What follows belongs to an exercise in optimizing a design on an open flow for small area, a short achievable clock period and few clock cycles per item; a production flow would make more cautious choices.
No run shown here included a check of the RTL's function; only the layout flow was run.
No activity file was given, so power comes from the tool's default toggle rates.

## flow/design.v (module list and top-level ports; edited modules follow where they fit)
// module multiplicacion: 2533 lines
// module fa_cell: 4 lines
// module booth_enc: 4 lines
// module ha_cell: 4 lines
module multiplicacion #(
    parameter N = 32
    ) (
    input logic clk, rst,
    input logic valid,
    input logic [N-1:0] A, B,
    output logic [2*N-1:0] Mult,
    output logic done
    );
  // ...
==> flow/flow/run.sh <==
#!/bin/bash
set -e
cat standard.sh > standard_sh_copy.txt
export BUFFER_PORTS_ARGS="-buffer_cell sky130_fd_sc_hd__buf_4"
bash standard.sh > standard.log 2>&1
==> flow/standard.sh <==
#!/bin/bash
# synth_recipe.tcl (not shown) runs the flow's synth.tcl, then flattens the netlist and writes it again
# the make line also repeats each setting of config.mk as NAME=value (left out here)
make -C /OpenROAD-flow-scripts/flow DESIGN_CONFIG=/design/flow/config.mk WORK_HOME=/design/flow/orfs CLKGATE_MAP_FILE= SYNTH_SCRIPT=/design/flow/synth_recipe.tcl "${@:-finish}"
==> flow/config.mk <==
export PLATFORM = sky130hd
export DESIGN_NAME = multiplicacion
export DESIGN_NICKNAME = multiplicacion
export VERILOG_FILES = /design/flow/design.v
export SDC_FILE = /design/flow/constraint.sdc
export NUM_CORES = 4
export LEC_CHECK = 0
export ABC_AREA = 1
export CAP_MARGIN = 20
export CORE_MARGIN = 2
export CORE_UTILIZATION = 55
export SLEW_MARGIN = 20
export SYNTH_HIERARCHICAL = 1
==> flow/constraint.sdc <==
create_clock -name core_clock -period 5.0 [get_ports {clk}]
set_input_delay 1.0000 -clock core_clock [delete_from_list [all_inputs] [get_ports {clk}]]
set_output_delay 1.0000 -clock core_clock [all_outputs]
set_load 0.01 [all_outputs]
==> results_dict.tcl, run 1 <==
set metrics [dict create \
    status "timing/DRC/antenna clean" \
    multi_input_area_share_pct 73.5 \
    switching_share_pct 47.9 \
    io_pins 132 \
    rsz0062_at_grt "false" \
    slowest_delay_ns 0.55 \
    num-nonclk-inverters 201 \
    dr_wl_met2_um 40200 \
    p_leak_nw 12.8 \
    power_density_nw_per_um2 679 \
    syn2layout_area_growth_pct 13.1 \
    synthTopCellsByArea "fa_1 40%, xor2_1 18%, o22ai_1 12%" \
    synth_warnings 7 \
    routed_wl_um 83200 \
    ys_seq_elements 128 \
    synth_edf_count 0 \
    synth_top_area_share_pct 40.4 \
    ys_types 32 \
    worst_slack_ns 0.345 \
    cp-startpoint "B[3]" \
    htreeDepth 4 \
    clkCellAreaFrac_pct 2.00 \
    fin_hold_ws_ns 0.663 \
    netlist_instances 2577 \
    dpl.hpwl_um 65100 \
]
==> inputs of run 2 (changes only) <==
--- a/flow/design.v
+++ b/flow/design.v
@@ -1473,93 +1473,125 @@
   logic q122;
   logic q123;
   logic q124;
   logic q125;
   logic q126;
   logic [32:0] pp0;
   assign one0 = B[0] ^ 1'b0;
   assign two0 = (B[1] & ~B[0] & ~1'b0) | (~B[1] & B[0] & 1'b0);
-  assign neg0 = B[1];
-  assign pp0 = (({1'b0, A} & {33{one0}}) | ({A, 1'b0} & {33{two0}})) ^ {33{neg0}};
+  logic [33:0] ax0;
+  assign ax0 = {1'b0, A, 1'b0} ^ {34{B[1]}};
+  assign neg0 = B[1] & ~(B[0] & 1'b0);
+  assign pp0 = (ax0[33:1] & {33{one0}}) | (ax0[32:0] & {33{two0}});
   logic [32:0] pp1;
   assign one1 = B[2] ^ B[1];
   assign two1 = (B[3] & ~B[2] & ~B[1]) | (~B[3] & B[2] & B[1]);
-  assign neg1 = B[3];
-  assign pp1 = (({1'b0, A} & {33{one1}}) | ({A, 1'b0} & {33{two1}})) ^ {33{neg1}};
+  logic [33:0] ax1;
+  assign ax1 = {1'b0, A, 1'b0} ^ {34{B[3]}};
+  assign neg1 = B[3] & ~(B[2] & B[1]);
+  assign pp1 = (ax1[33:1] & {33{one1}}) | (ax1[32:0] & {33{two1}});
   logic [32:0] pp2;
   assign one2 = B[4] ^ B[3];
   assign two2 = (B[5] & ~B[4] & ~B[3]) | (~B[5] & B[4] & B[3]);
-  assign neg2 = B[5];
-  assign pp2 = (({1'b0, A} & {33{one2}}) | ({A, 1'b0} & {33{two2}})) ^ {33{neg2}};
+  logic [33:0] ax2;
+  assign ax2 = {1'b0, A, 1'b0} ^ {34{B[5]}};
+  assign neg2 = B[5] & ~(B[4] & B[3]);
+  assign pp2 = (ax2[33:1] & {33{one2}}) | (ax2[32:0] & {33{two2}});
   logic [32:0] pp3;
   assign one3 = B[6] ^ B[5];
   assign two3 = (B[7] & ~B[6] & ~B[5]) | (~B[7] & B[6] & B[5]);
-  assign neg3 = B[7];
-  assign pp3 = (({1'b0, A} & {33{one3}}) | ({A, 1'b0} & {33{two3}})) ^ {33{neg3}};
+  logic [33:0] ax3;
+  assign ax3 = {1'b0, A, 1'b0} ^ {34{B[7]}};
+  assign neg3 = B[7] & ~(B[6] & B[5]);
+  assign pp3 = (ax3[33:1] & {33{one3}}) | (ax3[32:0] & {33{two3}});
   logic [32:0] pp4;
   assign one4 = B[8] ^ B[7];
   assign two4 = (B[9] & ~B[8] & ~B[7]) | (~B[9] & B[8] & B[7]);
-  assign neg4 = B[9];
-  assign pp4 = (({1'b0, A} & {33{one4}}) | ({A, 1'b0} & {33{two4}})) ^ {33{neg4}};
+  logic [33:0] ax4;
+  assign ax4 = {1'b0, A, 1'b0} ^ {34{B[9]}};
+  assign neg4 = B[9] & ~(B[8] & B[7]);
+  assign pp4 = (ax4[33:1] & {33{one4}}) | (ax4[32:0] & {33{two4}});
   logic [32:0] pp5;
   assign one5 = B[10] ^ B[9];
   assign two5 = (B[11] & ~B[10] & ~B[9]) | (~B[11] & B[10] & B[9]);
-  assign neg5 = B[11];
-  assign pp5 = (({1'b0, A} & {33{one5}}) | ({A, 1'b0} & {33{two5}})) ^ {33{neg5}};
+  logic [33:0] ax5;
+  assign ax5 = {1'b0, A, 1'b0} ^ {34{B[11]}};
+  assign neg5 = B[11] & ~(B[10] & B[9]);
+  assign pp5 = (ax5[33:1] & {33{one5}}) | (ax5[32:0] & {33{two5}});
   logic [32:0] pp6;
   assign one6 = B[12] ^ B[11];
   assign two6 = (B[13] & ~B[12] & ~B[11]) | (~B[13] & B[12] & B[11]);
-  assign neg6 = B[13];
-  assign pp6 = (({1'b0, A} & {33{one6}}) | ({A, 1'b0} & {33{two6}})) ^ {33{neg6}};
+  logic [33:0] ax6;
+  assign ax6 = {1'b0, A, 1'b0} ^ {34{B[13]}};
+  assign neg6 = B[13] & ~(B[12] & B[11]);
+  assign pp6 = (ax6[33:1] & {33{one6}}) | (ax6[32:0] & {33{two6}});
   logic [32:0] pp7;
   assign one7 = B[14] ^ B[13];
   assign two7 = (B[15] & ~B[14] & ~B[13]) | (~B[15] & B[14] & B[13]);
-  assign neg7 = B[15];
-  assign pp7 = (({1'b0, A} & {33{one7}}) | ({A, 1'b0} & {33{two7}})) ^ {33{neg7}};
+  logic [33:0] ax7;
+  assign ax7 = {1'b0, A, 1'b0} ^ {34{B[15]}};
+  assign neg7 = B[15] & ~(B[14] & B[13]);
+  assign pp7 = (ax7[33:1] & {33{one7}}) | (ax7[32:0] & {33{two7}});
   logic [32:0] pp8;
   assign one8 = B[16] ^ B[15];
   assign two8 = (B[17] & ~B[16] & ~B[15]) | (~B[17] & B[16] & B[15]);
-  assign neg8 = B[17];
-  assign pp8 = (({1'b0, A} & {33{one8}}) | ({A, 1'b0} & {33{two8}})) ^ {33{neg8}};
+  logic [33:0] ax8;
+  assign ax8 = {1'b0, A, 1'b0} ^ {34{B[17]}};
+  assign neg8 = B[17] & ~(B[16] & B[15]);
+  assign pp8 = (ax8[33:1] & {33{one8}}) | (ax8[32:0] & {33{two8}});
   logic [32:0] pp9;
   assign one9 = B[18] ^ B[17];
   assign two9 = (B[19] & ~B[18] & ~B[17]) | (~B[19] & B[18] & B[17]);
-  assign neg9 = B[19];
-  assign pp9 = (({1'b0, A} & {33{one9}}) | ({A, 1'b0} & {33{two9}})) ^ {33{neg9}};
+  logic [33:0] ax9;
+  assign ax9 = {1'b0, A, 1'b0} ^ {34{B[19]}};
+  assign neg9 = B[19] & ~(B[18] & B[17]);
+  assign pp9 = (ax9[33:1] & {33{one9}}) | (ax9[32:0] & {33{two9}});
   logic [32:0] pp10;
   assign one10 = B[20] ^ B[19];
   assign two10 = (B[21] & ~B[20] & ~B[19]) | (~B[21] & B[20] & B[19]);
-  assign neg10 = B[21];
-  assign pp10 = (({1'b0, A} & {33{one10}}) | ({A, 1'b0} & {33{two10}})) ^ {33{neg10}};
+  logic [33:0] ax10;
+  assign ax10 = {1'b0, A, 1'b0} ^ {34{B[21]}};
+  assign neg10 = B[21] & ~(B[20] & B[19]);
+  assign pp10 = (ax10[33:1] & {33{one10}}) | (ax10[32:0] & {33{two10}});
   logic [32:0] pp11;
   assign one11 = B[22] ^ B[21];
   assign two11 = (B[23] & ~B[22] & ~B[21]) | (~B[23] & B[22] & B[21]);
-  assign neg11 = B[23];
-  assign pp11 = (({1'b0, A} & {33{one11}}) | ({A, 1'b0} & {33{two11}})) ^ {33{neg11}};
+  logic [33:0] ax11;
+  assign ax11 = {1'b0, A, 1'b0} ^ {34{B[23]}};
+  assign neg11 = B[23] & ~(B[22] & B[21]);
+  assign pp11 = (ax11[33:1] & {33{one11}}) | (ax11[32:0] & {33{two11}});
   logic [32:0] pp12;
   assign one12 = B[24] ^ B[23];
   assign two12 = (B[25] & ~B[24] & ~B[23]) | (~B[25] & B[24] & B[23]);
-  assign neg12 = B[25];
-  assign pp12 = (({1'b0, A} & {33{one12}}) | ({A, 1'b0} & {33{two12}})) ^ {33{neg12}};
+  logic [33:0] ax12;
+  assign ax12 = {1'b0, A, 1'b0} ^ {34{B[25]}};
+  assign neg12 = B[25] & ~(B[24] & B[23]);
+  assign pp12 = (ax12[33:1] & {33{one12}}) | (ax12[32:0] & {33{two12}});
   logic [32:0] pp13;
   assign one13 = B[26] ^ B[25];
   assign two13 = (B[27] & ~B[26] & ~B[25]) | (~B[27] & B[26] & B[25]);
-  assign neg13 = B[27];
-  assign pp13 = (({1'b0, A} & {33{one13}}) | ({A, 1'b0} & {33{two13}})) ^ {33{neg13}};
+  logic [33:0] ax13;
+  assign ax13 = {1'b0, A, 1'b0} ^ {34{B[27]}};
+  assign neg13 = B[27] & ~(B[26] & B[25]);
+  assign pp13 = (ax13[33:1] & {33{one13}}) | (ax13[32:0] & {33{two13}});
   logic [32:0] pp14;
   assign one14 = B[28] ^ B[27];
   assign two14 = (B[29] & ~B[28] & ~B[27]) | (~B[29] & B[28] & B[27]);
-  assign neg14 = B[29];
-  assign pp14 = (({1'b0, A} & {33{one14}}) | ({A, 1'b0} & {33{two14}})) ^ {33{neg14}};
+  logic [33:0] ax14;
+  assign ax14 = {1'b0, A, 1'b0} ^ {34{B[29]}};
+  assign neg14 = B[29] & ~(B[28] & B[27]);
+  assign pp14 = (ax14[33:1] & {33{one14}}) | (ax14[32:0] & {33{two14}});
   logic [32:0] pp15;
   assign one15 = B[30] ^ B[29];
   assign two15 = (B[31] & ~B[30] & ~B[29]) | (~B[31] & B[30] & B[29]);
-  assign neg15 = B[31];
-  assign pp15 = (({1'b0, A} & {33{one15}}) | ({A, 1'b0} & {33{two15}})) ^ {33{neg15}};
+  logic [33:0] ax15;
+  assign ax15 = {1'b0, A, 1'b0} ^ {34{B[31]}};
+  assign neg15 = B[31] & ~(B[30] & B[29]);
+  assign pp15 = (ax15[33:1] & {33{one15}}) | (ax15[32:0] & {33{two15}});
   logic [31:0] pp16;
   assign pp16 = A & {32{B[31]}};
   ha_cell u_s1 (.a(neg12), .b(pp0[24]), .s(s1), .co(c2));
   ha_cell u_s3 (.a(pp0[25]), .b(pp1[23]), .s(s3), .co(c4));
   fa_cell u_s5 (.a(neg13), .b(pp0[26]), .c(pp1[24]), .s(s5), .co(c6));
   ha_cell u_s7 (.a(pp2[22]), .b(pp3[20]), .s(s7), .co(c8));
   fa_cell u_s9 (.a(pp0[27]), .b(pp1[25]), .c(pp2[23]), .s(s9), .co(c10));
   ha_cell u_s11 (.a(pp3[21]), .b(pp4[19]), .s(s11), .co(c12));
@@ -1702,17 +1734,17 @@
   fa_cell u_s285 (.a(pp6[29]), .b(pp7[27]), .c(pp8[25]), .s(s285), .co(c286));
   fa_cell u_s287 (.a(pp9[23]), .b(pp10[21]), .c(pp11[19]), .s(s287), .co(c288));
   fa_cell u_s289 (.a(pp12[17]), .b(pp13[15]), .c(pp14[13]), .s(s289), .co(c290));
   fa_cell u_s291 (.a(pp15[11]), .b(c104), .c(c102), .s(s291), .co(c292));
   fa_cell u_s293 (.a(s107), .b(pp5[32]), .c(pp6[30]), .s(s293), .co(c294));
   fa_cell u_s295 (.a(pp7[28]), .b(pp8[26]), .c(pp9[24]), .s(s295), .co(c296));
   fa_cell u_s297 (.a(pp10[22]), .b(pp11[20]), .c(pp12[18]), .s(s297), .co(c298));
   fa_cell u_s299 (.a(pp13[16]), .b(pp14[14]), .c(pp15[12]), .s(s299), .co(c300));
-  fa_cell u_s301 (.a(pp16[11]), .b(~neg5), .c(c108), .s(s301), .co(c302));
+  fa_cell u_s301 (.a(pp16[11]), .b(c108), .c(~neg5), .s(s301), .co(c302));
   fa_cell u_s303 (.a(pp6[31]), .b(pp7[29]), .c(pp8[27]), .s(s303), .co(c304));
   fa_cell u_s305 (.a(pp9[25]), .b(pp10[23]), .c(pp11[21]), .s(s305), .co(c306));
   fa_cell u_s307 (.a(pp12[19]), .b(pp13[17]), .c(pp14[15]), .s(s307), .co(c308));
   fa_cell u_s309 (.a(1'b1), .b(pp16[12]), .c(pp6[32]), .s(s309), .co(c310));
   fa_cell u_s311 (.a(pp7[30]), .b(pp8[28]), .c(pp9[26]), .s(s311), .co(c312));
   fa_cell u_s313 (.a(pp10[24]), .b(pp11[22]), .c(pp12[20]), .s(s313), .co(c314));
   ha_cell u_s315 (.a(pp13[18]), .b(pp14[16]), .s(s315), .co(c316));
   fa_cell u_s317 (.a(pp16[13]), .b(~neg6), .c(pp7[31]), .s(s317), .co(c318));
@@ -1786,26 +1818,26 @@
   fa_cell u_s453 (.a(c196), .b(s201), .c(s203), .s(s453), .co(c454));
   fa_cell u_s455 (.a(c198), .b(c200), .c(s205), .s(s455), .co(c456));
   fa_cell u_s457 (.a(s37), .b(s207), .c(c202), .s(s457), .co(c458));
   fa_cell u_s459 (.a(c204), .b(s209), .c(s211), .s(s459), .co(c460));
   fa_cell u_s461 (.a(c206), .b(s213), .c(s47), .s(s461), .co(c462));
   fa_cell u_s463 (.a(c208), .b(s215), .c(c210), .s(s463), .co(c464));
   fa_cell u_s465 (.a(c212), .b(s217), .c(s219), .s(s465), .co(c466));
   fa_cell u_s467 (.a(c214), .b(s221), .c(s55), .s(s467), .co(c468));
-  fa_cell u_s469 (.a(c216), .b(s223), .c(c218), .s(s469), .co(c470));
+  fa_cell u_s469 (.a(c216), .b(c218), .c(s223), .s(s469), .co(c470));
   fa_cell u_s471 (.a(c220), .b(s225), .c(s227), .s(s471), .co(c472));
   fa_cell u_s473 (.a(c222), .b(s229), .c(s65), .s(s473), .co(c474));
-  fa_cell u_s475 (.a(c224), .b(s231), .c(c226), .s(s475), .co(c476));
+  fa_cell u_s475 (.a(c224), .b(c226), .c(s231), .s(s475), .co(c476));
   fa_cell u_s477 (.a(c228), .b(s233), .c(s235), .s(s477), .co(c478));
   fa_cell u_s479 (.a(c230), .b(s237), .c(s75), .s(s479), .co(c480));
   fa_cell u_s481 (.a(c232), .b(c234), .c(c236), .s(s481), .co(c482));
   fa_cell u_s483 (.a(s239), .b(s241), .c(s243), .s(s483), .co(c484));
   fa_cell u_s485 (.a(c238), .b(s245), .c(s81), .s(s485), .co(c486));
-  fa_cell u_s487 (.a(s247), .b(c240), .c(c242), .s(s487), .co(c488));
+  fa_cell u_s487 (.a(c240), .b(c242), .c(s247), .s(s487), .co(c488));
   fa_cell u_s489 (.a(c244), .b(s249), .c(s251), .s(s489), .co(c490));
   fa_cell u_s491 (.a(c246), .b(s253), .c(s255), .s(s491), .co(c492));
   fa_cell u_s493 (.a(s89), .b(c248), .c(c250), .s(s493), .co(c494));
   fa_cell u_s495 (.a(c252), .b(s257), .c(s259), .s(s495), .co(c496));
   fa_cell u_s497 (.a(c254), .b(c256), .c(s261), .s(s497), .co(c498));
   fa_cell u_s499 (.a(s263), .b(s93), .c(c258), .s(s499), .co(c500));
   fa_cell u_s501 (.a(c260), .b(s265), .c(s267), .s(s501), .co(c502));
   fa_cell u_s503 (.a(c262), .b(c264), .c(s269), .s(s503), .co(c504));
@@ -1813,22 +1845,22 @@
   fa_cell u_s507 (.a(c266), .b(c268), .c(s275), .s(s507), .co(c508));
   fa_cell u_s509 (.a(c270), .b(c272), .c(s277), .s(s509), .co(c510));
   fa_cell u_s511 (.a(s279), .b(s281), .c(s101), .s(s511), .co(c512));
   fa_cell u_s513 (.a(c274), .b(c276), .c(s283), .s(s513), .co(c514));
   fa_cell u_s515 (.a(c278), .b(c280), .c(c282), .s(s515), .co(c516));
   fa_cell u_s517 (.a(s285), .b(s287), .c(s289), .s(s517), .co(c518));
   fa_cell u_s519 (.a(s105), .b(c284), .c(s291), .s(s519), .co(c520));
   fa_cell u_s521 (.a(c286), .b(c288), .c(c290), .s(s521), .co(c522));
-  fa_cell u_s523 (.a(s293), .b(s295), .c(s297), .s(s523), .co(c524));
-  fa_cell u_s525 (.a(s299), .b(c106), .c(c292), .s(s525), .co(c526));
-  fa_cell u_s527 (.a(pp15[13]), .b(c294), .c(c296), .s(s527), .co(c528));
-  fa_cell u_s529 (.a(c298), .b(c300), .c(s301), .s(s529), .co(c530));
+  fa_cell u_s523 (.a(c106), .b(s293), .c(s295), .s(s523), .co(c524));
+  fa_cell u_s525 (.a(s297), .b(s299), .c(c292), .s(s525), .co(c526));
+  fa_cell u_s527 (.a(pp15[13]), .b(s301), .c(c294), .s(s527), .co(c528));
+  fa_cell u_s529 (.a(c296), .b(c298), .c(c300), .s(s529), .co(c530));
   fa_cell u_s531 (.a(s303), .b(s305), .c(s307), .s(s531), .co(c532));
-  fa_cell u_s533 (.a(pp15[14]), .b(s315), .c(c302), .s(s533), .co(c534));
+  fa_cell u_s533 (.a(pp15[14]), .b(c302), .c(s315), .s(s533), .co(c534));
   fa_cell u_s535 (.a(c304), .b(c306), .c(c308), .s(s535), .co(c536));
   fa_cell u_s537 (.a(s309), .b(s311), .c(s313), .s(s537), .co(c538));
   fa_cell u_s539 (.a(pp14[17]), .b(pp15[15]), .c(c316), .s(s539), .co(c540));
   fa_cell u_s541 (.a(c310), .b(c312), .c(c314), .s(s541), .co(c542));
   fa_cell u_s543 (.a(s317), .b(s319), .c(s321), .s(s543), .co(c544));
   fa_cell u_s545 (.a(pp13[20]), .b(pp14[18]), .c(pp15[16]), .s(s545), .co(c546));
   fa_cell u_s547 (.a(s327), .b(c318), .c(c320), .s(s547), .co(c548));
   fa_cell u_s549 (.a(c322), .b(s323), .c(s325), .s(s549), .co(c550));
@@ -1839,17 +1871,17 @@
   fa_cell u_s559 (.a(pp14[20]), .b(pp15[18]), .c(s335), .s(s559), .co(c560));
   fa_cell u_s561 (.a(c330), .b(c332), .c(s333), .s(s561), .co(c562));
   fa_cell u_s563 (.a(pp10[29]), .b(pp11[27]), .c(pp12[25]), .s(s563), .co(c564));
   fa_cell u_s565 (.a(pp13[23]), .b(pp14[21]), .c(pp15[19]), .s(s565), .co(c566));
   fa_cell u_s567 (.a(c336), .b(c334), .c(s337), .s(s567), .co(c568));
   fa_cell u_s569 (.a(s339), .b(pp9[32]), .c(pp10[30]), .s(s569), .co(c570));
   fa_cell u_s571 (.a(pp11[28]), .b(pp12[26]), .c(pp13[24]), .s(s571), .co(c572));
   fa_cell u_s573 (.a(pp14[22]), .b(pp15[20]), .c(c338), .s(s573), .co(c574));
-  fa_cell u_s575 (.a(pp16[19]), .b(~neg9), .c(c340), .s(s575), .co(c576));
+  fa_cell u_s575 (.a(pp16[19]), .b(c340), .c(~neg9), .s(s575), .co(c576));
   fa_cell u_s577 (.a(pp10[31]), .b(pp11[29]), .c(pp12[27]), .s(s577), .co(c578));
   fa_cell u_s579 (.a(pp13[25]), .b(pp14[23]), .c(pp15[21]), .s(s579), .co(c580));
   fa_cell u_s581 (.a(1'b1), .b(pp16[20]), .c(pp10[32]), .s(s581), .co(c582));
   fa_cell u_s583 (.a(pp11[30]), .b(pp12[28]), .c(pp13[26]), .s(s583), .co(c584));
   ha_cell u_s585 (.a(pp14[24]), .b(pp15[22]), .s(s585), .co(c586));
   fa_cell u_s587 (.a(pp16[21]), .b(~neg10), .c(pp11[31]), .s(s587), .co(c588));
   fa_cell u_s589 (.a(pp12[29]), .b(pp13[27]), .c(pp14[25]), .s(s589), .co(c590));
   fa_cell u_s591 (.a(1'b1), .b(pp16[22]), .c(pp11[32]), .s(s591), .co(c592));
@@ -1883,85 +1915,85 @@
   fa_cell u_s647 (.a(c378), .b(c380), .c(s383), .s(s647), .co(c648));
   fa_cell u_s649 (.a(s385), .b(c382), .c(s387), .s(s649), .co(c650));
   fa_cell u_s651 (.a(c384), .b(s389), .c(c386), .s(s651), .co(c652));
   fa_cell u_s653 (.a(s391), .b(c388), .c(s393), .s(s653), .co(c654));
   fa_cell u_s655 (.a(c390), .b(s395), .c(c392), .s(s655), .co(c656));
   fa_cell u_s657 (.a(c394), .b(s397), .c(s399), .s(s657), .co(c658));
   fa_cell u_s659 (.a(c396), .b(s401), .c(c398), .s(s659), .co(c660));
   fa_cell u_s661 (.a(c400), .b(s403), .c(s405), .s(s661), .co(c662));
-  fa_cell u_s663 (.a(c402), .b(s407), .c(c404), .s(s663), .co(c664));
+  fa_cell u_s663 (.a(c402), .b(c404), .c(s407), .s(s663), .co(c664));
   fa_cell u_s665 (.a(c406), .b(s409), .c(s411), .s(s665), .co(c666));
   fa_cell u_s667 (.a(c408), .b(c410), .c(c412), .s(s667), .co(c668));
   fa_cell u_s669 (.a(s413), .b(s415), .c(s417), .s(s669), .co(c670));
   fa_cell u_s671 (.a(c414), .b(c416), .c(c418), .s(s671), .co(c672));
   fa_cell u_s673 (.a(s419), .b(s421), .c(s423), .s(s673), .co(c674));
   fa_cell u_s675 (.a(c420), .b(c422), .c(s425), .s(s675), .co(c676));
   fa_cell u_s677 (.a(s427), .b(c424), .c(s429), .s(s677), .co(c678));
   fa_cell u_s679 (.a(c426), .b(c428), .c(s431), .s(s679), .co(c680));
   fa_cell u_s681 (.a(s433), .b(c430), .c(s435), .s(s681), .co(c682));
   fa_cell u_s683 (.a(c432), .b(c434), .c(s437), .s(s683), .co(c684));
   fa_cell u_s685 (.a(s439), .b(c436), .c(s441), .s(s685), .co(c686));
   fa_cell u_s687 (.a(c438), .b(c440), .c(s443), .s(s687), .co(c688));
   fa_cell u_s689 (.a(s445), .b(c442), .c(s447), .s(s689), .co(c690));
   fa_cell u_s691 (.a(c444), .b(s449), .c(c446), .s(s691), .co(c692));
   fa_cell u_s693 (.a(s451), .b(c448), .c(s453), .s(s693), .co(c694));
   fa_cell u_s695 (.a(c450), .b(s455), .c(c452), .s(s695), .co(c696));
-  fa_cell u_s697 (.a(c454), .b(s457), .c(s459), .s(s697), .co(c698));
+  fa_cell u_s697 (.a(s457), .b(c454), .c(s459), .s(s697), .co(c698));
   fa_cell u_s699 (.a(c456), .b(s461), .c(c458), .s(s699), .co(c700));
-  fa_cell u_s701 (.a(c460), .b(s463), .c(s465), .s(s701), .co(c702));
+  fa_cell u_s701 (.a(s463), .b(c460), .c(s465), .s(s701), .co(c702));
   fa_cell u_s703 (.a(c462), .b(s467), .c(c464), .s(s703), .co(c704));
-  fa_cell u_s705 (.a(c466), .b(s469), .c(s471), .s(s705), .co(c706));
+  fa_cell u_s705 (.a(s469), .b(c466), .c(s471), .s(s705), .co(c706));
   fa_cell u_s707 (.a(c468), .b(s473), .c(c470), .s(s707), .co(c708));
-  fa_cell u_s709 (.a(c472), .b(s475), .c(s477), .s(s709), .co(c710));
+  fa_cell u_s709 (.a(s475), .b(c472), .c(s477), .s(s709), .co(c710));
   fa_cell u_s711 (.a(c474), .b(s479), .c(c476), .s(s711), .co(c712));
   fa_cell u_s713 (.a(c478), .b(s481), .c(s483), .s(s713), .co(c714));
   fa_cell u_s715 (.a(c480), .b(s485), .c(c482), .s(s715), .co(c716));
-  fa_cell u_s717 (.a(c484), .b(s487), .c(s489), .s(s717), .co(c718));
+  fa_cell u_s717 (.a(s487), .b(c484), .c(s489), .s(s717), .co(c718));
   fa_cell u_s719 (.a(c486), .b(s491), .c(c488), .s(s719), .co(c720));
-  fa_cell u_s721 (.a(c490), .b(s493), .c(s495), .s(s721), .co(c722));
+  fa_cell u_s721 (.a(s493), .b(c490), .c(s495), .s(s721), .co(c722));
   fa_cell u_s723 (.a(c492), .b(s497), .c(c494), .s(s723), .co(c724));
-  fa_cell u_s725 (.a(c496), .b(s499), .c(s501), .s(s725), .co(c726));
-  fa_cell u_s727 (.a(c498), .b(s503), .c(s505), .s(s727), .co(c728));
-  fa_cell u_s729 (.a(c500), .b(c502), .c(s507), .s(s729), .co(c730));
+  fa_cell u_s725 (.a(s499), .b(c496), .c(s501), .s(s725), .co(c726));
+  fa_cell u_s727 (.a(c498), .b(s503), .c(c500), .s(s727), .co(c728));
+  fa_cell u_s729 (.a(s505), .b(c502), .c(s507), .s(s729), .co(c730));
   fa_cell u_s731 (.a(c504), .b(s509), .c(s511), .s(s731), .co(c732));
   fa_cell u_s733 (.a(c506), .b(c508), .c(s513), .s(s733), .co(c734));
   fa_cell u_s735 (.a(c510), .b(c512), .c(s515), .s(s735), .co(c736));
   fa_cell u_s737 (.a(s517), .b(c514), .c(s519), .s(s737), .co(c738));
   fa_cell u_s739 (.a(c516), .b(c518), .c(s521), .s(s739), .co(c740));
   fa_cell u_s741 (.a(s523), .b(c520), .c(s525), .s(s741), .co(c742));
   fa_cell u_s743 (.a(c522), .b(c524), .c(s527), .s(s743), .co(c744));
   fa_cell u_s745 (.a(s529), .b(s531), .c(c526), .s(s745), .co(c746));
-  fa_cell u_s747 (.a(c528), .b(c530), .c(c532), .s(s747), .co(c748));
-  fa_cell u_s749 (.a(s533), .b(s535), .c(s537), .s(s749), .co(c750));
-  fa_cell u_s751 (.a(s539), .b(c534), .c(c536), .s(s751), .co(c752));
+  fa_cell u_s747 (.a(c528), .b(c530), .c(s533), .s(s747), .co(c748));
+  fa_cell u_s749 (.a(c532), .b(s535), .c(s537), .s(s749), .co(c750));
+  fa_cell u_s751 (.a(c534), .b(s539), .c(c536), .s(s751), .co(c752));
   fa_cell u_s753 (.a(c538), .b(s541), .c(s543), .s(s753), .co(c754));
   fa_cell u_s755 (.a(s545), .b(c540), .c(c542), .s(s755), .co(c756));
   fa_cell u_s757 (.a(c544), .b(s547), .c(s549), .s(s757), .co(c758));
   fa_cell u_s759 (.a(c546), .b(s551), .c(c548), .s(s759), .co(c760));
   fa_cell u_s761 (.a(c550), .b(s553), .c(s555), .s(s761), .co(c762));
-  fa_cell u_s763 (.a(c552), .b(s557), .c(s559), .s(s763), .co(c764));
-  fa_cell u_s765 (.a(c554), .b(c556), .c(s561), .s(s765), .co(c766));
+  fa_cell u_s763 (.a(c552), .b(s557), .c(c554), .s(s763), .co(c764));
+  fa_cell u_s765 (.a(s559), .b(c556), .c(s561), .s(s765), .co(c766));
   fa_cell u_s767 (.a(c558), .b(s563), .c(s565), .s(s767), .co(c768));
   fa_cell u_s769 (.a(c560), .b(c562), .c(s567), .s(s769), .co(c770));
   fa_cell u_s771 (.a(c564), .b(c566), .c(s569), .s(s771), .co(c772));
   fa_cell u_s773 (.a(s571), .b(c568), .c(s573), .s(s773), .co(c774));
-  fa_cell u_s775 (.a(c570), .b(c572), .c(s575), .s(s775), .co(c776));
+  fa_cell u_s775 (.a(s575), .b(c570), .c(c572), .s(s775), .co(c776));
   fa_cell u_s777 (.a(s577), .b(s579), .c(c574), .s(s777), .co(c778));
-  fa_cell u_s779 (.a(s585), .b(c576), .c(c578), .s(s779), .co(c780));
+  fa_cell u_s779 (.a(c576), .b(s585), .c(c578), .s(s779), .co(c780));
   fa_cell u_s781 (.a(c580), .b(s581), .c(s583), .s(s781), .co(c782));
   fa_cell u_s783 (.a(pp15[23]), .b(c586), .c(c582), .s(s783), .co(c784));
   fa_cell u_s785 (.a(c584), .b(s587), .c(s589), .s(s785), .co(c786));
   fa_cell u_s787 (.a(pp14[26]), .b(pp15[24]), .c(s593), .s(s787), .co(c788));
   fa_cell u_s789 (.a(c588), .b(c590), .c(s591), .s(s789), .co(c790));
   fa_cell u_s791 (.a(pp13[29]), .b(pp14[27]), .c(pp15[25]), .s(s791), .co(c792));
   fa_cell u_s793 (.a(c594), .b(c592), .c(s595), .s(s793), .co(c794));
   fa_cell u_s795 (.a(s597), .b(pp12[32]), .c(pp13[30]), .s(s795), .co(c796));
   fa_cell u_s797 (.a(pp14[28]), .b(pp15[26]), .c(c596), .s(s797), .co(c798));
-  fa_cell u_s799 (.a(pp16[25]), .b(~neg12), .c(c598), .s(s799), .co(c800));
+  fa_cell u_s799 (.a(pp16[25]), .b(c598), .c(~neg12), .s(s799), .co(c800));
   fa_cell u_s801 (.a(pp13[31]), .b(pp14[29]), .c(pp15[27]), .s(s801), .co(c802));
   fa_cell u_s803 (.a(1'b1), .b(pp16[26]), .c(pp13[32]), .s(s803), .co(c804));
   ha_cell u_s805 (.a(pp14[30]), .b(pp15[28]), .s(s805), .co(c806));
   fa_cell u_s807 (.a(pp16[27]), .b(~neg13), .c(pp14[31]), .s(s807), .co(c808));
   ha_cell u_s809 (.a(1'b1), .b(pp16[28]), .s(s809), .co(c810));
   ha_cell u_s811 (.a(neg2), .b(pp0[4]), .s(s811), .co(c812));
   ha_cell u_s813 (.a(pp0[5]), .b(pp1[3]), .s(s813), .co(c814));
   fa_cell u_s815 (.a(pp1[4]), .b(pp2[2]), .c(pp3[0]), .s(s815), .co(c816));
@@ -1975,119 +2007,119 @@
   fa_cell u_s831 (.a(c624), .b(s627), .c(c626), .s(s831), .co(c832));
   fa_cell u_s833 (.a(c628), .b(c630), .c(s631), .s(s833), .co(c834));
   fa_cell u_s835 (.a(c632), .b(c634), .c(s635), .s(s835), .co(c836));
   fa_cell u_s837 (.a(c636), .b(s639), .c(c638), .s(s837), .co(c838));
   fa_cell u_s839 (.a(c640), .b(s643), .c(c642), .s(s839), .co(c840));
   fa_cell u_s841 (.a(c644), .b(s647), .c(c646), .s(s841), .co(c842));
   fa_cell u_s843 (.a(c648), .b(s651), .c(c650), .s(s843), .co(c844));
   fa_cell u_s845 (.a(c652), .b(s655), .c(c654), .s(s845), .co(c846));
-  fa_cell u_s847 (.a(c656), .b(c658), .c(s659), .s(s847), .co(c848));
-  fa_cell u_s849 (.a(c660), .b(c662), .c(s663), .s(s849), .co(c850));
+  fa_cell u_s847 (.a(c656), .b(s659), .c(c658), .s(s847), .co(c848));
+  fa_cell u_s849 (.a(c660), .b(s663), .c(c662), .s(s849), .co(c850));
   fa_cell u_s851 (.a(c664), .b(c666), .c(s667), .s(s851), .co(c852));
   fa_cell u_s853 (.a(c668), .b(c670), .c(s671), .s(s853), .co(c854));
   fa_cell u_s855 (.a(c672), .b(s675), .c(c674), .s(s855), .co(c856));
   fa_cell u_s857 (.a(c676), .b(s679), .c(c678), .s(s857), .co(c858));
   fa_cell u_s859 (.a(c680), .b(s683), .c(c682), .s(s859), .co(c860));
   fa_cell u_s861 (.a(c684), .b(s687), .c(c686), .s(s861), .co(c862));
   fa_cell u_s863 (.a(c688), .b(s691), .c(c690), .s(s863), .co(c864));
   fa_cell u_s865 (.a(c692), .b(s695), .c(c694), .s(s865), .co(c866));
-  fa_cell u_s867 (.a(c696), .b(c698), .c(s699), .s(s867), .co(c868));
-  fa_cell u_s869 (.a(c700), .b(c702), .c(s703), .s(s869), .co(c870));
-  fa_cell u_s871 (.a(c704), .b(c706), .c(s707), .s(s871), .co(c872));
-  fa_cell u_s873 (.a(c708), .b(c710), .c(s711), .s(s873), .co(c874));
-  fa_cell u_s875 (.a(c712), .b(c714), .c(s715), .s(s875), .co(c876));
-  fa_cell u_s877 (.a(c716), .b(c718), .c(s719), .s(s877), .co(c878));
-  fa_cell u_s879 (.a(c720), .b(c722), .c(s723), .s(s879), .co(c880));
-  fa_cell u_s881 (.a(s727), .b(c724), .c(c726), .s(s881), .co(c882));
-  fa_cell u_s883 (.a(s731), .b(c728), .c(c730), .s(s883), .co(c884));
+  fa_cell u_s867 (.a(c696), .b(s699), .c(c698), .s(s867), .co(c868));
+  fa_cell u_s869 (.a(c700), .b(s703), .c(c702), .s(s869), .co(c870));
+  fa_cell u_s871 (.a(c704), .b(s707), .c(c706), .s(s871), .co(c872));
+  fa_cell u_s873 (.a(c708), .b(s711), .c(c710), .s(s873), .co(c874));
+  fa_cell u_s875 (.a(c712), .b(s715), .c(c714), .s(s875), .co(c876));
+  fa_cell u_s877 (.a(c716), .b(s719), .c(c718), .s(s877), .co(c878));
+  fa_cell u_s879 (.a(c720), .b(s723), .c(c722), .s(s879), .co(c880));
+  fa_cell u_s881 (.a(c724), .b(s727), .c(c726), .s(s881), .co(c882));
+  fa_cell u_s883 (.a(s731), .b(c728), .c(s733), .s(s883), .co(c884));
   fa_cell u_s885 (.a(c732), .b(s735), .c(c734), .s(s885), .co(c886));
-  fa_cell u_s887 (.a(c736), .b(s739), .c(c738), .s(s887), .co(c888));
-  fa_cell u_s889 (.a(c740), .b(s743), .c(c742), .s(s889), .co(c890));
+  fa_cell u_s887 (.a(c736), .b(s739), .c(s741), .s(s887), .co(c888));
+  fa_cell u_s889 (.a(c740), .b(s743), .c(s745), .s(s889), .co(c890));
   fa_cell u_s891 (.a(c744), .b(s747), .c(s749), .s(s891), .co(c892));
-  fa_cell u_s893 (.a(c748), .b(c750), .c(s751), .s(s893), .co(c894));
-  fa_cell u_s895 (.a(c752), .b(c754), .c(s755), .s(s895), .co(c896));
-  fa_cell u_s897 (.a(c756), .b(c758), .c(s759), .s(s897), .co(c898));
-  fa_cell u_s899 (.a(s763), .b(c760), .c(c762), .s(s899), .co(c900));
+  fa_cell u_s893 (.a(c748), .b(s751), .c(c750), .s(s893), .co(c894));
+  fa_cell u_s895 (.a(c752), .b(s755), .c(c754), .s(s895), .co(c896));
+  fa_cell u_s897 (.a(c756), .b(s759), .c(c758), .s(s897), .co(c898));
+  fa_cell u_s899 (.a(c760), .b(s763), .c(c762), .s(s899), .co(c900));
   fa_cell u_s901 (.a(s767), .b(c764), .c(c766), .s(s901), .co(c902));
   fa_cell u_s903 (.a(c768), .b(s771), .c(c770), .s(s903), .co(c904));
   fa_cell u_s905 (.a(c772), .b(s775), .c(c774), .s(s905), .co(c906));
   fa_cell u_s907 (.a(c776), .b(s779), .c(s781), .s(s907), .co(c908));
   fa_cell u_s909 (.a(c780), .b(c782), .c(s783), .s(s909), .co(c910));
-  fa_cell u_s911 (.a(s787), .b(c784), .c(c786), .s(s911), .co(c912));
+  fa_cell u_s911 (.a(c784), .b(s787), .c(c786), .s(s911), .co(c912));
   fa_cell u_s913 (.a(s791), .b(c788), .c(c790), .s(s913), .co(c914));
   fa_cell u_s915 (.a(c792), .b(s795), .c(c794), .s(s915), .co(c916));
-  fa_cell u_s917 (.a(c796), .b(s799), .c(s801), .s(s917), .co(c918));
-  fa_cell u_s919 (.a(s805), .b(c800), .c(c802), .s(s919), .co(c920));
+  fa_cell u_s917 (.a(s799), .b(c796), .c(s801), .s(s917), .co(c918));
+  fa_cell u_s919 (.a(c800), .b(s805), .c(c802), .s(s919), .co(c920));
   fa_cell u_s921 (.a(pp15[29]), .b(c806), .c(c804), .s(s921), .co(c922));
   fa_cell u_s923 (.a(s809), .b(pp14[32]), .c(pp15[30]), .s(s923), .co(c924));
-  fa_cell u_s925 (.a(pp16[29]), .b(~neg14), .c(c810), .s(s925), .co(c926));
+  fa_cell u_s925 (.a(pp16[29]), .b(c810), .c(~neg14), .s(s925), .co(c926));
   ha_cell u_s927 (.a(1'b1), .b(pp16[30]), .s(s927), .co(c928));
   ha_cell u_s929 (.a(neg1), .b(pp0[2]), .s(s929), .co(c930));
   ha_cell u_s931 (.a(pp0[3]), .b(pp1[1]), .s(s931), .co(c932));
   fa_cell u_s933 (.a(pp1[2]), .b(pp2[0]), .c(s811), .s(s933), .co(c934));
   fa_cell u_s935 (.a(pp2[1]), .b(c812), .c(s813), .s(s935), .co(c936));
   fa_cell u_s937 (.a(c814), .b(s599), .c(s815), .s(s937), .co(c938));
   fa_cell u_s939 (.a(s601), .b(c816), .c(s817), .s(s939), .co(c940));
   fa_cell u_s941 (.a(s603), .b(c818), .c(s819), .s(s941), .co(c942));
   fa_cell u_s943 (.a(s607), .b(c820), .c(s821), .s(s943), .co(c944));
-  fa_cell u_s945 (.a(s613), .b(c822), .c(s823), .s(s945), .co(c946));
+  fa_cell u_s945 (.a(c822), .b(s613), .c(s823), .s(s945), .co(c946));
   fa_cell u_s947 (.a(s617), .b(c824), .c(s825), .s(s947), .co(c948));
   fa_cell u_s949 (.a(s621), .b(c826), .c(s827), .s(s949), .co(c950));
   fa_cell u_s951 (.a(s625), .b(c828), .c(s829), .s(s951), .co(c952));
   fa_cell u_s953 (.a(s629), .b(c830), .c(s831), .s(s953), .co(c954));
   fa_cell u_s955 (.a(s633), .b(c832), .c(s833), .s(s955), .co(c956));
-  fa_cell u_s957 (.a(s637), .b(c834), .c(s835), .s(s957), .co(c958));
-  fa_cell u_s959 (.a(s641), .b(c836), .c(s837), .s(s959), .co(c960));
+  fa_cell u_s957 (.a(c834), .b(s637), .c(s835), .s(s957), .co(c958));
+  fa_cell u_s959 (.a(c836), .b(s641), .c(s837), .s(s959), .co(c960));
   fa_cell u_s961 (.a(s645), .b(c838), .c(s839), .s(s961), .co(c962));
   fa_cell u_s963 (.a(s649), .b(c840), .c(s841), .s(s963), .co(c964));
   fa_cell u_s965 (.a(s653), .b(c842), .c(s843), .s(s965), .co(c966));
   fa_cell u_s967 (.a(s657), .b(c844), .c(s845), .s(s967), .co(c968));
   fa_cell u_s969 (.a(s661), .b(c846), .c(s847), .s(s969), .co(c970));
   fa_cell u_s971 (.a(s665), .b(c848), .c(s849), .s(s971), .co(c972));
   fa_cell u_s973 (.a(s669), .b(c850), .c(s851), .s(s973), .co(c974));
   fa_cell u_s975 (.a(s673), .b(c852), .c(s853), .s(s975), .co(c976));
-  fa_cell u_s977 (.a(s677), .b(c854), .c(s855), .s(s977), .co(c978));
+  fa_cell u_s977 (.a(c854), .b(s677), .c(s855), .s(s977), .co(c978));
   fa_cell u_s979 (.a(s681), .b(c856), .c(s857), .s(s979), .co(c980));
   fa_cell u_s981 (.a(s685), .b(c858), .c(s859), .s(s981), .co(c982));
   fa_cell u_s983 (.a(s689), .b(c860), .c(s861), .s(s983), .co(c984));
   fa_cell u_s985 (.a(s693), .b(c862), .c(s863), .s(s985), .co(c986));
   fa_cell u_s987 (.a(s697), .b(c864), .c(s865), .s(s987), .co(c988));
   fa_cell u_s989 (.a(s701), .b(c866), .c(s867), .s(s989), .co(c990));
   fa_cell u_s991 (.a(s705), .b(c868), .c(s869), .s(s991), .co(c992));
   fa_cell u_s993 (.a(s709), .b(c870), .c(s871), .s(s993), .co(c994));
   fa_cell u_s995 (.a(s713), .b(c872), .c(s873), .s(s995), .co(c996));
   fa_cell u_s997 (.a(s717), .b(c874), .c(s875), .s(s997), .co(c998));
   fa_cell u_s999 (.a(s721), .b(c876), .c(s877), .s(s999), .co(c1000));
   fa_cell u_s1001 (.a(s725), .b(c878), .c(s879), .s(s1001), .co(c1002));
   fa_cell u_s1003 (.a(s729), .b(c880), .c(s881), .s(s1003), .co(c1004));
-  fa_cell u_s1005 (.a(s733), .b(c882), .c(s883), .s(s1005), .co(c1006));
+  fa_cell u_s1005 (.a(c730), .b(c882), .c(s883), .s(s1005), .co(c1006));
   fa_cell u_s1007 (.a(s737), .b(c884), .c(s885), .s(s1007), .co(c1008));
-  fa_cell u_s1009 (.a(s741), .b(c886), .c(s887), .s(s1009), .co(c1010));
-  fa_cell u_s1011 (.a(s745), .b(c888), .c(s889), .s(s1011), .co(c1012));
-  fa_cell u_s1013 (.a(s891), .b(c746), .c(c890), .s(s1013), .co(c1014));
-  fa_cell u_s1015 (.a(s753), .b(c892), .c(s893), .s(s1015), .co(c1016));
+  fa_cell u_s1009 (.a(c738), .b(c886), .c(s887), .s(s1009), .co(c1010));
+  fa_cell u_s1011 (.a(c742), .b(s889), .c(c888), .s(s1011), .co(c1012));
+  fa_cell u_s1013 (.a(c746), .b(s891), .c(c890), .s(s1013), .co(c1014));
+  fa_cell u_s1015 (.a(s753), .b(s893), .c(c892), .s(s1015), .co(c1016));
   fa_cell u_s1017 (.a(s757), .b(c894), .c(s895), .s(s1017), .co(c1018));
   fa_cell u_s1019 (.a(s761), .b(c896), .c(s897), .s(s1019), .co(c1020));
   fa_cell u_s1021 (.a(s765), .b(c898), .c(s899), .s(s1021), .co(c1022));
   fa_cell u_s1023 (.a(s769), .b(c900), .c(s901), .s(s1023), .co(c1024));
   fa_cell u_s1025 (.a(s773), .b(c902), .c(s903), .s(s1025), .co(c1026));
-  fa_cell u_s1027 (.a(s777), .b(c904), .c(s905), .s(s1027), .co(c1028));
-  fa_cell u_s1029 (.a(s907), .b(c778), .c(c906), .s(s1029), .co(c1030));
+  fa_cell u_s1027 (.a(s777), .b(s905), .c(c904), .s(s1027), .co(c1028));
+  fa_cell u_s1029 (.a(c778), .b(s907), .c(c906), .s(s1029), .co(c1030));
   fa_cell u_s1031 (.a(s785), .b(c908), .c(s909), .s(s1031), .co(c1032));
   fa_cell u_s1033 (.a(s789), .b(c910), .c(s911), .s(s1033), .co(c1034));
   fa_cell u_s1035 (.a(s793), .b(c912), .c(s913), .s(s1035), .co(c1036));
   fa_cell u_s1037 (.a(s797), .b(c914), .c(s915), .s(s1037), .co(c1038));
-  fa_cell u_s1039 (.a(s917), .b(c798), .c(c916), .s(s1039), .co(c1040));
+  fa_cell u_s1039 (.a(c798), .b(s917), .c(c916), .s(s1039), .co(c1040));
   fa_cell u_s1041 (.a(s803), .b(c918), .c(s919), .s(s1041), .co(c1042));
   fa_cell u_s1043 (.a(s807), .b(c920), .c(s921), .s(s1043), .co(c1044));
-  fa_cell u_s1045 (.a(s923), .b(c808), .c(c922), .s(s1045), .co(c1046));
-  fa_cell u_s1047 (.a(pp15[31]), .b(c924), .c(s925), .s(s1047), .co(c1048));
+  fa_cell u_s1045 (.a(c808), .b(s923), .c(c922), .s(s1045), .co(c1046));
+  fa_cell u_s1047 (.a(pp15[31]), .b(s925), .c(c924), .s(s1047), .co(c1048));
   fa_cell u_s1049 (.a(s927), .b(pp15[32]), .c(c926), .s(s1049), .co(c1050));
-  fa_cell u_s1051 (.a(pp16[31]), .b(~neg15), .c(c928), .s(s1051), .co(c1052));
+  fa_cell u_s1051 (.a(pp16[31]), .b(c928), .c(~neg15), .s(s1051), .co(c1052));
   logic [63:0] row_a, row_b;
   assign row_a = {q63, q62, q61, q60, q59, q58, q57, q56, q55, q54, q53, q52, q51, q50, q49, q48, q47, q46, q45, q44, q43, q42, q41, q40, q39, q38, q37, q36, q35, q34, q33, q32, q31, q30, q29, q28, q27, q26, q25, q24, q23, q22, q21, q20, q19, q18, q17, q16, q15, q14, q13, q12, q11, q10, q9, q8, q7, q6, q5, q4, q3, q2, q1, q0};
   assign row_b = {q126, q125, q124, q123, q122, q121, q120, q119, q118, q117, q116, q115, q114, q113, q112, q111, q110, q109, q108, q107, q106, q105, q104, q103, q102, q101, q100, q99, q98, q97, q96, q95, q94, q93, q92, q91, q90, q89, q88, q87, q86, q85, q84, q83, q82, q81, q80, q79, q78, q77, q76, q75, q74, q73, q72, q71, q70, q69, q68, q67, q66, q65, 1'b0, q64};
   logic [63:0] p0, g0, cy;
   assign p0 = row_a ^ row_b;
   assign g0 = row_a & row_b;
   assign gg1053 = g0[1] | (p0[1] & g0[0]);
   assign gp1054 = p0[1] & p0[0];
--- a/flow/config.mk
+++ b/flow/config.mk
@@ -4,10 +4,11 @@
 export VERILOG_FILES = /design/flow/design.v
 export SDC_FILE = /design/flow/constraint.sdc
 export NUM_CORES = 4
 export LEC_CHECK = 0
 export ABC_AREA = 1
 export CAP_MARGIN = 20
 export CORE_MARGIN = 2
 export CORE_UTILIZATION = 55
+export CTS_BUF_LIST = sky130_fd_sc_hd__clkbuf_4 sky130_fd_sc_hd__clkbuf_8
 export SLEW_MARGIN = 20
 export SYNTH_HIERARCHICAL = 1
==> results_dict.tcl, run 2 <==
set metrics [dict create \
    status "timing/DRC/antenna clean" \
    wl_per_cell_um 26.2 \
    netlist_instances 2488 \
    crit_top_cell "fa_1" \
    synth_edf_count 0 \
    synth.top_cells.by_count "511 x fa_1, 499 x o22ai_1, 489 x xnor2_1, 183 x inv_1, 155 x ha_1" \
    synth_flop_cell "dfxtp_1" \
    htreeDepth 4 \
    final_cells 3197 \
    final_cell_mix "511 x fa_1, 499 x o22ai_1, 489 x xnor2_1" \
    drv_slew 0 \
    nNetsFinal 3316 \
    p_leak_nw 11.6 \
    hold_viol_final 0 \
    drive_above_1_share_pct 13.0 \
    power_density_nw_per_um2 623 \
    fmax_ghz 0.222 \
    timing.final.crit_share_pct 90.3 \
    vias_per_cell 6.33 \
    stdcell_area_um2 28100 \
    grt_pass1_vias 21300 \
    cts_tree "yes" \
    irDropWorstVdd_mv 0.988 \
    dr_total_vias 20200 \
    cp-start-kind "primary input" \
    io_buffers 131 \
    first_pass_iters 6 \
    path_max_fanout 14 \
    die_area_um2 47700 \
    dp_slack_ns -0.0942 \
    cts_root_buffer "clkbuf_8" \
    dpl.hpwl_um 69500 \
    final.min_clock_period_ns 4.51 \
    cp-end-kind "flip-flop" \
    synthTopCellsByArea "fa_1 41%, xnor2_1 17%, o22ai_1 12%" \
    synth_warnings 7 \
    required_ns 5.43 \
    track_usage_pct 36.8 \
    yosys.area.top_type "fa_1" \
    cpLargestDelayFamily "adder cells" \
    worstSetupPathType "primary input to flip-flop" \
    grt_first_pass_wirelength_um 128000 \
    synth_most_common_cell "fa_1" \
    route.detailed.drc 0 \
    cp_num_cells 14 \
    path_clk_slew_ns 0.08 \
    path_buf_inv 4 \
    dr.first_iter.drc_count 1850 \
    maxCapViolCount 0 \
    rsz0062_at_grt "false" \
    cts_max_path_buffers 2 \
    cts_resized 0 \
    initial_core_util_pct 55.7 \
    worst_slack_ns 0.486 \
    placed_cells 3164 \
    grt_antenna_before_repair 1 \
    hold_depth 2 \
    syn2layout_area_growth_pct 11.1 \
    setup_viol 0 \
    slowest_stage "fa_1" \
    dieHeight_um 218 \
    gp_congestion 0.961 \
    routed_wl_um 83900 \
    synth_top_area_share_pct 40.5 \
    ys_types 32 \
    ys_seq_elements 128 \
    worstMarginPinSlew_ns 0.712 \
    cts_setup_buffers 0 \
    crit_chain "buf_4 > inv_1 > nor2_1 > nand2_1 > nand2_1 > inv_1 > buf_12 > o22ai_1 > fa_1 > fa_1 > fa_1 > fa_1 > fa_1 > fa_1" \
    die_w_um 218 \
    fin_util_pct 61.8 \
    power.total_mw 17.5 \
    slowest_delay_ns 0.52 \
    cp_data_arrival_time_ns 4.94 \
    gr-total-overflow 0 \
    yosysSeqAreaShare_pct 10.1 \
    hold_path_class "primary input to flip-flop" \
    synth_area_per_cell_um2 10.2 \
    fp-row-count 78 \
    relSlewSlack_pct 52.4 \
    grt_max_degree 34 \
    synth_area_um2 25300 \
    core_area_um2 45400 \
    clock_sinks 128 \
    cts_made_buffers 17 \
    holdBufCountCts 0 \
    synthArstFlopShare_pct 0 \
    mostFrequentLayoutCell "fa_1" \
    placed_area_um2 27700 \
    io_pins 132 \
    ant_nets 0 \
]
==> run 2: changes by cell type in the layout (fill, tap and decap cells not counted), moves of 12 or more <==
cell,change
clkbuf_16,-17
buf_4,-41
xnor2_1,+468
clkbuf_8,+19
xor2_1,-512
a21oi_2,-13
a21oi_1,+23
nand3_1,+15
nor2_1,-12
ha_1,+47
inv_1,-17
nand2_1,-61
a31oi_1,+12
==> run 2: stage by stage <==
step / hold WS [ns] / TNS [ns]
2_1_floorplan: 1.03 / 0
3_3_place_gp: 1.15 / -0.0150
3_5_place_dp: 1.16 / -0.302
4_1_cts: 0.555 / 0
5_1_grt: 0.564 / 0
6_report: 0.594 / 0
==> run 2: logic make-up (layout without fill, tap and decap cells) <==
family / after synthesis / count (layout) / share of synthesized area, %
buffers and inverters: 407 / 500 / 6.45
AO/OA/AOI/OAI: 595 / 595 / 14.6
flip-flops: 128 / 128 / 10.1
adder cells (fa/ha/maj): 666 / 666 / 48.2
AND/OR/NAND/NOR: 191 / 191 / 3.32
XOR/XNOR: 500 / 500 / 17.3
other: 1 / 17 / 0.0148
==> run 2: cell type report <==
class | count | area, µm²
Antenna cell | 1 | 2.50
Tap cell | 600 | 751
Clock buffer | 20 | 269
Sequential cell | 128 | 2560
Clock inverter | 12 | 135
Inverter | 184 | 691
Multi-Input combinational cell | 1968 | 21100
Fill cell | 3910 | 17300
Timing Repair Buffer | 284 | 2530
==> run 2: power breakdown <==
| group | internal (mW) | switching, mW |
|---|---|---|
| registers | 1.84 | 0.248 |
| clock network | 0.474 | 0.470 |
| logic | 6.79 | 7.68 |
==> run 2: worst paths after layout <==
| check | end | from | slack [ns] |
|---|---|---|---|
| max | q102$_DFF_P_ | B[7] | 0.49 |
| min | done$_SDFF_PP0_ | rst | 0.59 |
==> run 2: Yosys stat by module (local to each module, per instance) <==
module | flops+latches | cell area (µm²) | copies in the design | cells inside
ha_cell | 0 | 12.5 | 46 | 1
fa_cell | 0 | 20.0 | 480 | 1
multiplicacion | 128 | 15100 | 1 | 1962
==> run 2: metal layers <==
metal | GRT usage (%) | part of all wire (%) | routed length (µm) | vias to the layer above
met3 | 7.50 | 8.3 | 6940 | 265
met4 | 19.4 | 5.6 | 4710 | 0
met1 | 45.3 | 38 | 31600 | 10200
met5 | 0 | 0 | 0 | -
li1 | - | - | - | 8670
met2 | 61.2 | 48 | 40600 | 1096

-- what the ideal ports hide --
The flow's constraints put no driver on any port. The routed layouts listed below were extracted and timed again, unchanged, in two steps.
Step 1 (the two cells are an assumption about what drives the block):
set clk [get_ports {clk}]
set_driving_cell -lib_cell sky130_fd_sc_hd__clkbuf_16 $clk
set_driving_cell -lib_cell sky130_fd_sc_hd__buf_2 [delete_from_list [all_inputs] $clk]
Step 2, shift: input delay + t, output delay - t, t = (earliest + latest rising clock arrival at the registers) / 2. This alone moves slack from input paths to output paths.
a / b / c = no drivers / after step 1 / after step 2; a / b = the first two.
| run | t, ns | setup slack, ns | worst setup path after step 2 | clock arrival spread, ns | worst data-port slew with drivers (ns) |
|---|---|---|---|---|---|
| run 1 | 0.553 | 0.345 / 0.342 / -0.211 | input to register | 0.022 / 0.022 | 0.16 |
| run 2 | 0.605 | 0.486 / 0.482 / -0.122 | input to register | 0.013 / 0.013 | 0.08 |
Met with ideal ports but missed after step 2: setup timing in run 1 and run 2. For run 2, which loses most, drivers alone change the setup slack by -0.004 ns; drivers and shift together by -0.608 ns.
